Background: an optimization exercise with open tools, aiming at small area and a short achievable clock period. Do not read the settings as production practice. In this exercise RTL edits were held to simulation tests only and were not proved equivalent to the original. The flow treats the clock pin as an ideal source, which a real chip does not have. No activity file was given, so power comes from the tool's default toggle rates.

==> inputs of job 2686 <==
==> flow/design.v <==
module RV32I(clk,reset,imem_addr,imem_rdata,dmem_en,dmem_we,dmem_addr,dmem_wdata,dmem_rdata,wb_rd,wb_data
    );
input clk,reset;
output [7:0] imem_addr;
input [31:0] imem_rdata;
output dmem_en,dmem_we;
output [8:0] dmem_addr;
output [31:0] dmem_wdata;
input [31:0] dmem_rdata;
output [4:0] wb_rd;
output [31:0] wb_data;
integer j;
genvar g;
reg        rst_q;       
reg  [7:0] pc_d;        
reg  [7:0] cur_q;
reg [31:0] ins_q;       
assign imem_addr = cur_q & {8{reset}};
wire       br_n;        
wire [7:0] bt_n;        
wire [7:0] seq_n = imem_addr + {7'd0, reset};
always @(posedge clk) begin
  rst_q <= reset;
  pc_d  <= imem_addr;
  cur_q <= br_n ? bt_n : seq_n;
  ins_q <= imem_rdata;
end
wire [31:0] ins = ins_q;
wire [6:0] opc = ins[6:0] & {7{rst_q}};
wire [2:0] f3  = ins[14:12];
wire [6:0] f7  = ins[31:25];
wire is_ld = (opc == 7'b0000011);
wire is_im = (opc == 7'b0010011);
wire is_st = (opc == 7'b0100011);
wire is_br = (opc == 7'b1100011);
wire is_rr = (opc == 7'b0110011);
wire is_ri = is_rr | is_im;
wire f7z = (f7 == 7'b0000000);
wire f7s = (f7 == 7'b0100000);
localparam OP_ADD = 4'd0, OP_SUB = 4'd1, OP_SLT = 4'd2, OP_AND = 4'd3,
           OP_OR  = 4'd4, OP_XOR = 4'd5, OP_SLL = 4'd6, OP_SRL = 4'd7,
           OP_SRA = 4'd8;
reg [3:0] op_n;
always @* begin
  if ((is_rr & f7z & (f3 == 3'b000)) | (is_im & (f3 == 3'b000)) | is_ld | is_st)
    op_n = OP_ADD;
  else if ((is_rr & f7s & (f3 == 3'b000)) | (is_im & (f3 == 3'b011)) | (is_br & (f3[2:1] == 2'b00)))
    op_n = OP_SUB;
  else if (is_ri & (f3 == 3'b001))
    op_n = OP_SLL;
  else if (is_ri & f7z & (f3 == 3'b101))
    op_n = OP_SRL;
  else if (is_ri & f7s & (f3 == 3'b101))
    op_n = OP_SRA;
  else if (is_ri & (f3 == 3'b110))
    op_n = OP_AND;
  else if (is_ri & (f3 == 3'b111))
    op_n = OP_OR;
  else if (is_ri & (f3 == 3'b100))
    op_n = OP_XOR;
  else
    op_n = OP_SLT;
end
wire [11:0] bimm = {ins[31], ins[7], ins[30:25], ins[11:8]};
wire [11:0] imm_n = (is_ld | is_im) ? ins[31:20] :
                    is_st ? {ins[31:25], ins[11:7]} :
                    is_br ? bimm : 12'd0;
wire immsel_n = is_ld | is_im | is_st | is_br;
wire [1:0] els_n = is_st ? f3[1:0] : 2'b11;
wire [4:0] rw_n = (is_st ? ins[24:20] : ins[11:7]) & {5{rst_q}};
reg  [4:0] rw_wb;
reg [31:0] wbd;
reg  [4:0] rw_wb_n;
reg        rst_q_n;
wire [1023:0] rf;
wire [31:0] wd0 = wbd & {32{rst_q}};      
wire [4:0]  wd1 = wbd[4:0] | {5{~rst_q}};  
generate
  for (g = 0; g < 32; g = g + 1) begin : regs
    reg [31:0] r;
    wire [4:0] gi = g;
    wire ld = ~rst_q | (rw_wb == gi);           
    wire hd = ~rst_q_n & (rw_wb_n != ~gi);      
    wire [31:0] d = {wd0[31:5], (wd1 & gi) | (wd0[4:0] & ~gi)};
    always @(posedge clk)
      r <= ({32{ld}} & d) | ({32{hd}} & r);
    assign rf[g*32 +: 32] = r;
  end
endgenerate
reg [3:0] h1, h2;
reg [7:0] l1, l2;
reg [31:0] s1, s2;
always @* begin
  for (j = 0; j < 4; j = j + 1) begin
    h1[j] = rst_q & (ins[19:18] == j);
    h2[j] = rst_q & (ins[24:23] == j);
  end
  for (j = 0; j < 8; j = j + 1) begin
    l1[j] = (ins[17:15] == j);
    l2[j] = (ins[22:20] == j);
  end
  for (j = 0; j < 32; j = j + 1) begin
    s1[j] = h1[j / 8] & l1[j % 8];
    s2[j] = h2[j / 8] & l2[j % 8];
  end
end
reg [31:0] ra, rb;
always @* begin
  ra = 32'd0;
  rb = 32'd0;
  for (j = 0; j < 32; j = j + 1) begin
    ra = ra | (rf[j*32 +: 32] & {32{s1[j]}});
    rb = rb | (rf[j*32 +: 32] & {32{s2[j]}});
  end
end
wire bs = bimm[11];
wire hi_match = (ra[30:11] == {20{bs}});
wire lo_eq = (ra[10:0] == bimm[10:0]);
wire lo_lt = (ra[10:0] < bimm[10:0]);
wire b_eq  = hi_match & (ra[31] == bs) & lo_eq;         
wire b_ovf = hi_match & (ra[31] != bs) & (lo_lt ^ bs);  
wire b_zero = (f3[2:1] == 2'b00) ? b_eq : ~b_ovf;
assign br_n = is_br & (f3[0] ^ b_zero);
assign bt_n = pc_d + {bimm[6:0], 1'b0};
reg [31:0] A, B;
reg [3:0]  op;
reg [11:0] imm;
reg        immsel;
reg [1:0]  els;
reg        sel_d, dmen_d, dmwe_d;
reg [4:0]  rw_d;
always @(posedge clk) begin
  A      <= ra;
  B      <= rb;
  op     <= op_n;
  imm    <= imm_n;
  immsel <= immsel_n;
  els    <= els_n;
  sel_d  <= is_ld;
  dmen_d <= is_ld | is_st;
  dmwe_d <= is_st;
  rw_d   <= rw_n;
end
wire [31:0] bv = immsel ? {{20{imm[11]}}, imm} : B;
wire sub = (op == OP_SUB) | (op == OP_SLT);
wire [31:0] bx = bv ^ {32{sub}};
wire [31:0] xp = A ^ bx;    
wire [31:0] xg = A & bx;    
reg [31:0] cg, cp;
integer l, i;
always @* begin
  cg = xg;
  cp = xp;
  cg[0] = xg[0] | (xp[0] & sub);
  for (l = 1; l < 32; l = l * 2)
    for (i = 2 * l - 1; i < 32; i = i + 2 * l) begin
      cg[i] = cg[i] | (cp[i] & cg[i - l]);
      cp[i] = cp[i] & cp[i - l];
    end
  for (l = 8; l >= 1; l = l / 2)
    for (i = 3 * l - 1; i < 32; i = i + 2 * l)
      cg[i] = cg[i] | (cp[i] & cg[i - l]);
end
wire [31:0] sum = xp ^ {cg[30:0], sub};
wire b_min = bv[31] & ~|bv[30:0];
wire ovf = ((A[31] == bx[31]) & (sum[31] != A[31])) ^ b_min;
wire big  = |bv[31:5];
wire left = (op == OP_SLL);
wire sra  = (op == OP_SRA);
wire fill = sra & A[31];
integer k;
reg [31:0] x, xr;
always @* begin
  for (i = 0; i < 32; i = i + 1) x[i] = left ? A[31-i] : A[i];
  for (k = 0; k < 5; k = k + 1)
    for (i = 0; i < 32; i = i + 1)
      if (bv[k]) x[i] = (i + (1 << k) < 32) ? x[i + (1 << k)] : fill;
  for (i = 0; i < 32; i = i + 1) xr[i] = x[31-i];
end
wire c_sum  = (op == OP_ADD) | (op == OP_SUB);
wire c_and  = (op == OP_AND);
wire c_or   = (op == OP_OR);
wire c_xor  = (op == OP_XOR);
wire c_sr   = ((op == OP_SRL) | sra) & ~big;
wire c_sl   = left & ~big;
wire c_fill = sra & big & A[31];
wire c_slt  = ~(c_sum | c_and | c_or | c_xor | left | (op == OP_SRL) | sra);
wire [31:0] res = ({32{c_sum}} & sum) | ({32{c_and | c_or}} & xg) | ({32{c_xor | c_or}} & xp) |
                  ({32{c_sr}} & x) | ({32{c_sl}} & xr) | {32{c_fill}} | {31'd0, c_slt & ovf};
wire [31:0] bb_n = els[1] ? B : els[0] ? {16'd0, B[15:0]} : {24'd0, B[7:0]};
reg [31:0] ans_ex, bb;
reg        sel_e, dmen_e, dmwe_e;
reg [4:0]  rw_e;
always @(posedge clk) begin
  ans_ex <= res;
  bb     <= bb_n;
  sel_e  <= sel_d;
  dmen_e <= dmen_d;
  dmwe_e <= dmwe_d;
  rw_e   <= rw_d;
end
assign dmem_en    = dmen_e;
assign dmem_we    = dmwe_e;
assign dmem_addr  = ans_ex[8:0];
assign dmem_wdata = bb;
reg [31:0] wdm;
reg [4:0]  rw_m;
always @(posedge clk) begin
  wdm  <= sel_e ? dmem_rdata : ans_ex;
  rw_m <= rw_e;
end
always @(posedge clk) begin
  wbd     <= wdm;
  rw_wb   <= rw_m;
  rw_wb_n <= ~rw_m;
  rst_q_n <= ~reset;
end
assign wb_rd   = rw_wb;
assign wb_data = wbd;
endmodule
==> flow/flow/run.sh <==
#!/bin/bash
# Layout flow: the standard ORFS flow (standard.sh, with its unchanged
# synthesis), with these layout choices made differently:
#  * ports are buffered with buf_2 cells instead of the default delay-buffer cell;
#  * clock tree: clkbuf_16 buffers in clusters of up to 25 sinks within 70 um,
#    no dummy loads;
set -euo pipefail
W=$(pwd)
bash standard.sh \
  "BUFFER_PORTS_ARGS=-buffer_cell sky130_fd_sc_hd__buf_2" \
  "CTS_ARGS=-sink_clustering_enable -repair_clock_nets -dont_use_dummy_load -buf_list sky130_fd_sc_hd__clkbuf_16 -sink_clustering_size 25 -sink_clustering_max_diameter 70" \
  "SETUP_SLACK_MARGIN=6.8" \
  finish > "$W/make.log" 2>&1
==> flow/standard.sh <==
#!/bin/bash
# synth_recipe.tcl (not shown) runs the flow's synth.tcl, then flattens the netlist and writes it again
# the make line also repeats each setting of config.mk as NAME=value (left out here)
make -C /OpenROAD-flow-scripts/flow DESIGN_CONFIG=/design/flow/config.mk WORK_HOME=/design/flow/orfs CLKGATE_MAP_FILE= SYNTH_SCRIPT=/design/flow/synth_recipe.tcl "${@:-finish}"
==> flow/config.mk <==
export PLATFORM = sky130hd
export DESIGN_NAME = RV32I
export DESIGN_NICKNAME = RV32I
export VERILOG_FILES = /design/flow/design.v
export SDC_FILE = /design/flow/constraint.sdc
export NUM_CORES = 4
export LEC_CHECK = 0
export CAP_MARGIN = 20
export CORE_MARGIN = 2
export CORE_UTILIZATION = 40
export PLACE_DENSITY = 0.6
export SETUP_SLACK_MARGIN = 0.6
export SLEW_MARGIN = 20
==> flow/constraint.sdc <==
create_clock -name core_clock -period 12.0 [get_ports {clk}]
set_input_delay 2.4000 -clock core_clock [delete_from_list [all_inputs] [get_ports {clk}]]
set_output_delay 2.4000 -clock core_clock [all_outputs]
set_load 0.01 [all_outputs]
==> job 2258: changes against job 2686 <==
--- a/flow/design.v
+++ b/flow/design.v
@@ -94,3 +94,3 @@
   for (j = 0; j < 4; j = j + 1) begin
-    h1[j] = rst_q & (ins[19:18] == j);
+    h1[j] = (ins[19:18] == j);
     h2[j] = rst_q & (ins[24:23] == j);
@@ -106,13 +106,9 @@
 end
-reg [31:0] ra, rb;
-always @* begin
-  ra = 32'd0;
-  rb = 32'd0;
-  for (j = 0; j < 32; j = j + 1) begin
-    ra = ra | (rf[j*32 +: 32] & {32{s1[j]}});
-    rb = rb | (rf[j*32 +: 32] & {32{s2[j]}});
-  end
-end
+wire [31:0] ra, rb;
+rf_read read_a (.rf(rf), .sel(s1), .q(ra));
+rf_read read_b (.rf(rf), .sel(s2), .q(rb));
 wire bs = bimm[11];
-wire hi_match = (ra[30:11] == {20{bs}});
+wire hi1 = &ra[30:11];
+wire hi0 = ~|ra[30:11];
+wire hi_match = bs ? hi1 : hi0;                          
 wire lo_eq = (ra[10:0] == bimm[10:0]);
@@ -121,4 +117,7 @@
 wire b_ovf = hi_match & (ra[31] != bs) & (lo_lt ^ bs);  
-wire b_zero = (f3[2:1] == 2'b00) ? b_eq : ~b_ovf;
-assign br_n = is_br & (f3[0] ^ b_zero);
+wire t_eq  = is_br & (f3[2:1] == 2'b00) & ~f3[0];
+wire t_ne  = is_br & (f3[2:1] == 2'b00) &  f3[0];
+wire t_nov = is_br & (f3[2:1] != 2'b00) & ~f3[0];
+wire t_ov  = is_br & (f3[2:1] != 2'b00) &  f3[0];
+assign br_n = (t_eq & b_eq) | (t_ne & ~b_eq) | (t_nov & ~b_ovf) | (t_ov & b_ovf);
 assign bt_n = pc_d + {bimm[6:0], 1'b0};
@@ -220 +219,12 @@
 endmodule
+module rf_read(rf, sel, q);
+input [1023:0] rf;
+input [31:0] sel;
+output reg [31:0] q;
+integer j;
+always @* begin
+  q = 32'd0;
+  for (j = 0; j < 32; j = j + 1)
+    q = q | (rf[j*32 +: 32] & {32{sel[j]}});
+end
+endmodule
==> flow/flow/run.sh (replaced) <==
#!/bin/bash
set -euo pipefail
W=$(pwd)
bash standard.sh \
  "BUFFER_PORTS_ARGS=-buffer_cell sky130_fd_sc_hd__buf_2" \
  "CTS_ARGS=-sink_clustering_enable -repair_clock_nets -dont_use_dummy_load -buf_list sky130_fd_sc_hd__clkbuf_16 -sink_clustering_size 26 -sink_clustering_max_diameter 100" \
  "SETUP_SLACK_MARGIN=6.8" \
  finish > "$W/make.log" 2>&1
PLACE_DENSITY = 0.8   (was 0.6)
SYNTH_HIERARCHICAL = 1   (was unset)
==> job 6942: changes against job 2686 <==
--- a/flow/design.v
+++ b/flow/design.v
@@ -15,8 +15,8 @@
 reg  [7:0] pc_d;        
-reg  [7:0] cur_q;
-reg [31:0] ins_q;       
-assign imem_addr = cur_q & {8{reset}};
-wire       br_n;        
-wire [7:0] bt_n;        
-wire [7:0] seq_n = imem_addr + {7'd0, reset};
+reg        br_q;        
+reg  [7:0] bt_q;        
+reg [31:0] ins_q;      
+wire [7:0] seq = pc_d + {7'd0, rst_q};
+wire [7:0] cur = br_q ? bt_q : seq;
+assign imem_addr = cur & {8{reset}};
 always @(posedge clk) begin
@@ -24,7 +24,6 @@
   pc_d  <= imem_addr;
-  cur_q <= br_n ? bt_n : seq_n;
   ins_q <= imem_rdata;
 end
-wire [31:0] ins = ins_q;
-wire [6:0] opc = ins[6:0] & {7{rst_q}};
+wire [31:0] ins = ins_q & {32{rst_q}};
+wire [6:0] opc = ins[6:0];
 wire [2:0] f3  = ins[14:12];
@@ -69,7 +68,5 @@
 wire [1:0] els_n = is_st ? f3[1:0] : 2'b11;
-wire [4:0] rw_n = (is_st ? ins[24:20] : ins[11:7]) & {5{rst_q}};
+wire [4:0] rw_n = is_st ? ins[24:20] : ins[11:7];
 reg  [4:0] rw_wb;
 reg [31:0] wbd;
-reg  [4:0] rw_wb_n;
-reg        rst_q_n;
 wire [1023:0] rf;
@@ -80,8 +77,7 @@
     reg [31:0] r;
+    wire we = ~rst_q | (rw_wb == g);
     wire [4:0] gi = g;
-    wire ld = ~rst_q | (rw_wb == gi);           
-    wire hd = ~rst_q_n & (rw_wb_n != ~gi);      
     wire [31:0] d = {wd0[31:5], (wd1 & gi) | (wd0[4:0] & ~gi)};
     always @(posedge clk)
-      r <= ({32{ld}} & d) | ({32{hd}} & r);
+      if (we) r <= d;
     assign rf[g*32 +: 32] = r;
@@ -89,19 +85,4 @@
 endgenerate
-reg [3:0] h1, h2;
-reg [7:0] l1, l2;
-reg [31:0] s1, s2;
-always @* begin
-  for (j = 0; j < 4; j = j + 1) begin
-    h1[j] = rst_q & (ins[19:18] == j);
-    h2[j] = rst_q & (ins[24:23] == j);
-  end
-  for (j = 0; j < 8; j = j + 1) begin
-    l1[j] = (ins[17:15] == j);
-    l2[j] = (ins[22:20] == j);
-  end
-  for (j = 0; j < 32; j = j + 1) begin
-    s1[j] = h1[j / 8] & l1[j % 8];
-    s2[j] = h2[j / 8] & l2[j % 8];
-  end
-end
+wire [4:0] rs1 = ins[19:15];
+wire [4:0] rs2 = ins[24:20];
 reg [31:0] ra, rb;
@@ -111,4 +92,4 @@
   for (j = 0; j < 32; j = j + 1) begin
-    ra = ra | (rf[j*32 +: 32] & {32{s1[j]}});
-    rb = rb | (rf[j*32 +: 32] & {32{s2[j]}});
+    ra = ra | (rf[j*32 +: 32] & {32{rs1 == j}});
+    rb = rb | (rf[j*32 +: 32] & {32{rs2 == j}});
   end
@@ -122,4 +103,4 @@
 wire b_zero = (f3[2:1] == 2'b00) ? b_eq : ~b_ovf;
-assign br_n = is_br & (f3[0] ^ b_zero);
-assign bt_n = pc_d + {bimm[6:0], 1'b0};
+wire br_n = is_br & (f3[0] ^ b_zero);
+wire [7:0] bt_n = pc_d + {bimm[6:0], 1'b0};
 reg [31:0] A, B;
@@ -132,2 +113,4 @@
 always @(posedge clk) begin
+  br_q   <= br_n;
+  bt_q   <= bt_n;
   A      <= ra;
@@ -166,25 +149,22 @@
 wire ovf = ((A[31] == bx[31]) & (sum[31] != A[31])) ^ b_min;
-wire big  = |bv[31:5];
+wire big = |bv[31:5];
 wire left = (op == OP_SLL);
-wire sra  = (op == OP_SRA);
-wire fill = sra & A[31];
-integer k;
-reg [31:0] x, xr;
-always @* begin
-  for (i = 0; i < 32; i = i + 1) x[i] = left ? A[31-i] : A[i];
-  for (k = 0; k < 5; k = k + 1)
-    for (i = 0; i < 32; i = i + 1)
-      if (bv[k]) x[i] = (i + (1 << k) < 32) ? x[i + (1 << k)] : fill;
-  for (i = 0; i < 32; i = i + 1) xr[i] = x[31-i];
-end
-wire c_sum  = (op == OP_ADD) | (op == OP_SUB);
-wire c_and  = (op == OP_AND);
-wire c_or   = (op == OP_OR);
-wire c_xor  = (op == OP_XOR);
-wire c_sr   = ((op == OP_SRL) | sra) & ~big;
-wire c_sl   = left & ~big;
-wire c_fill = sra & big & A[31];
-wire c_slt  = ~(c_sum | c_and | c_or | c_xor | left | (op == OP_SRL) | sra);
-wire [31:0] res = ({32{c_sum}} & sum) | ({32{c_and | c_or}} & xg) | ({32{c_xor | c_or}} & xp) |
-                  ({32{c_sr}} & x) | ({32{c_sl}} & xr) | {32{c_fill}} | {31'd0, c_slt & ovf};
+wire fill = (op == OP_SRA) & A[31];
+reg [31:0] a_rev;
+always @* for (j = 0; j < 32; j = j + 1) a_rev[j] = A[31-j];
+wire [31:0] sin = left ? a_rev : A;
+wire [63:0] sext = {{32{fill}}, sin};
+wire [31:0] sr = big ? {32{fill}} : sext[bv[4:0] +: 32];
+reg [31:0] sl;
+always @* for (j = 0; j < 32; j = j + 1) sl[j] = sr[31-j];
+wire r_sum = (op == OP_ADD) | (op == OP_SUB);
+wire r_and = (op == OP_AND);
+wire r_or  = (op == OP_OR);
+wire r_xor = (op == OP_XOR);
+wire r_sl  = (op == OP_SLL);
+wire r_sr  = (op == OP_SRL) | (op == OP_SRA);
+wire r_slt = ~(r_sum | r_and | r_or | r_xor | r_sl | r_sr);
+wire [31:0] res = ({32{r_sum}} & sum) | ({32{r_and}} & xg) | ({32{r_or}} & (xp | xg)) |
+                  ({32{r_xor}} & xp) | ({32{r_sl}} & sl) | ({32{r_sr}} & sr) |
+                  {31'd0, r_slt & ovf};
 wire [31:0] bb_n = els[1] ? B : els[0] ? {16'd0, B[15:0]} : {24'd0, B[7:0]};
@@ -212,6 +192,4 @@
 always @(posedge clk) begin
-  wbd     <= wdm;
-  rw_wb   <= rw_m;
-  rw_wb_n <= ~rw_m;
-  rst_q_n <= ~reset;
+  wbd   <= wdm;
+  rw_wb <= rw_m;
 end
==> flow/flow/run.sh (replaced) <==
#!/bin/bash
# Layout flow: the standard ORFS flow (standard.sh, unchanged synthesis),
# with three layout choices made differently:
#  * ports are buffered with buf_2 cells instead of the default delay-buffer cell;
#  * clock tree: smaller clock buffers, no dummy loads;
#  * after CTS, one extra setup repair pass aimed at the achieved period.
# Each tool's output goes to its own log under orfs/logs (ORFS) and to
# make.log in the work folder.
set -euo pipefail
W=$(pwd)
bash standard.sh \
  "BUFFER_PORTS_ARGS=-buffer_cell sky130_fd_sc_hd__buf_2" \
  "CTS_ARGS=-sink_clustering_enable -repair_clock_nets -dont_use_dummy_load" \
  "POST_CTS_TCL=$W/flow/post_cts.tcl" \
  finish > "$W/make.log" 2>&1
==> flow/flow/post_cts.tcl (new file) <==
# Extra setup repair after CTS, toward the period the design can reach
# (the clock stays at the design's period; only the repair's margin changes).
estimate_parasitics -placement
repair_timing -setup -setup_margin 6.4 -repair_tns 0 -skip_last_gasp -verbose
detailed_placement
check_placement -verbose
report_checks -path_delay max -format end -group_path_count 5
==> qor summary <==
item	job 2258	job 6942	job 2686
Die height	379 µm	383 µm	378 µm
Reported net switching power	1930 µW	3170 µW	2230 µW
Core area	140000 µm²	142000 µm²	139000 µm²
Mean Syn Cell Area	8.67 µm²	12.8 µm²	8.56 µm²
Outcome	timing/DRC/antenna clean	timing/DRC/antenna clean	timing/DRC/antenna clean
Post-route cell area	60300 µm²	64600 µm²	62800 µm²
Area of the mapped netlist	56300 µm²	57400 µm²	56100 µm²
Post-synth EDFFs	0	1024	0
Part of the total power dissipated in combinational logic	0.087	0.138	0.093
DP Wirelength	167 mm	153 mm	202 mm
Final clock-cell share	0.0241	0.0531	0.0367
Warning count from the yosys run	8	1	1
Wire length of the first global-routing pass	365 mm	366 mm	470 mm
Sequential cell area	26400 µm²	36500 µm²	26400 µm²

-- separate check: timing with driven ports --
In the flow no input, the clock included, has a driving cell. The finished layouts below were timed again as built, in two steps. Step 1 sets driving cells, clkbuf_16 on the clock port and buf_2 on the other inputs (assumed; they add their load-dependent delay and slew). Step 2 times the ports against the registers' clock, not the clock port: input delays grow and output delays shrink by t, the midpoint of the rising clock arrivals with the driver on. Three values: no drivers, after step 1, after step 2; two values: the first two.
| run | shift t [ns] | setup WS [ns] | hold slack, ns | worst slew at a driven data input, ns |
|---|---|---|---|---|
| job 2686 | 0.817 | 6.630 / 6.630 / 6.630 | 0.310 / 0.310 / 0.310 | 0.12 |
| job 2258 | 0.796 | 6.794 / 6.692 / 6.692 | 0.284 / 0.284 / 0.284 | 0.11 |
| job 6942 | 0.851 | 6.037 / 6.037 / 6.037 | 0.307 / 0.307 / 0.307 | 0.08 |
After both steps setup and hold are still met in every run listed. For job 2258, which loses most, drivers alone change the setup slack by -0.102 ns; drivers and shift together by -0.102 ns.
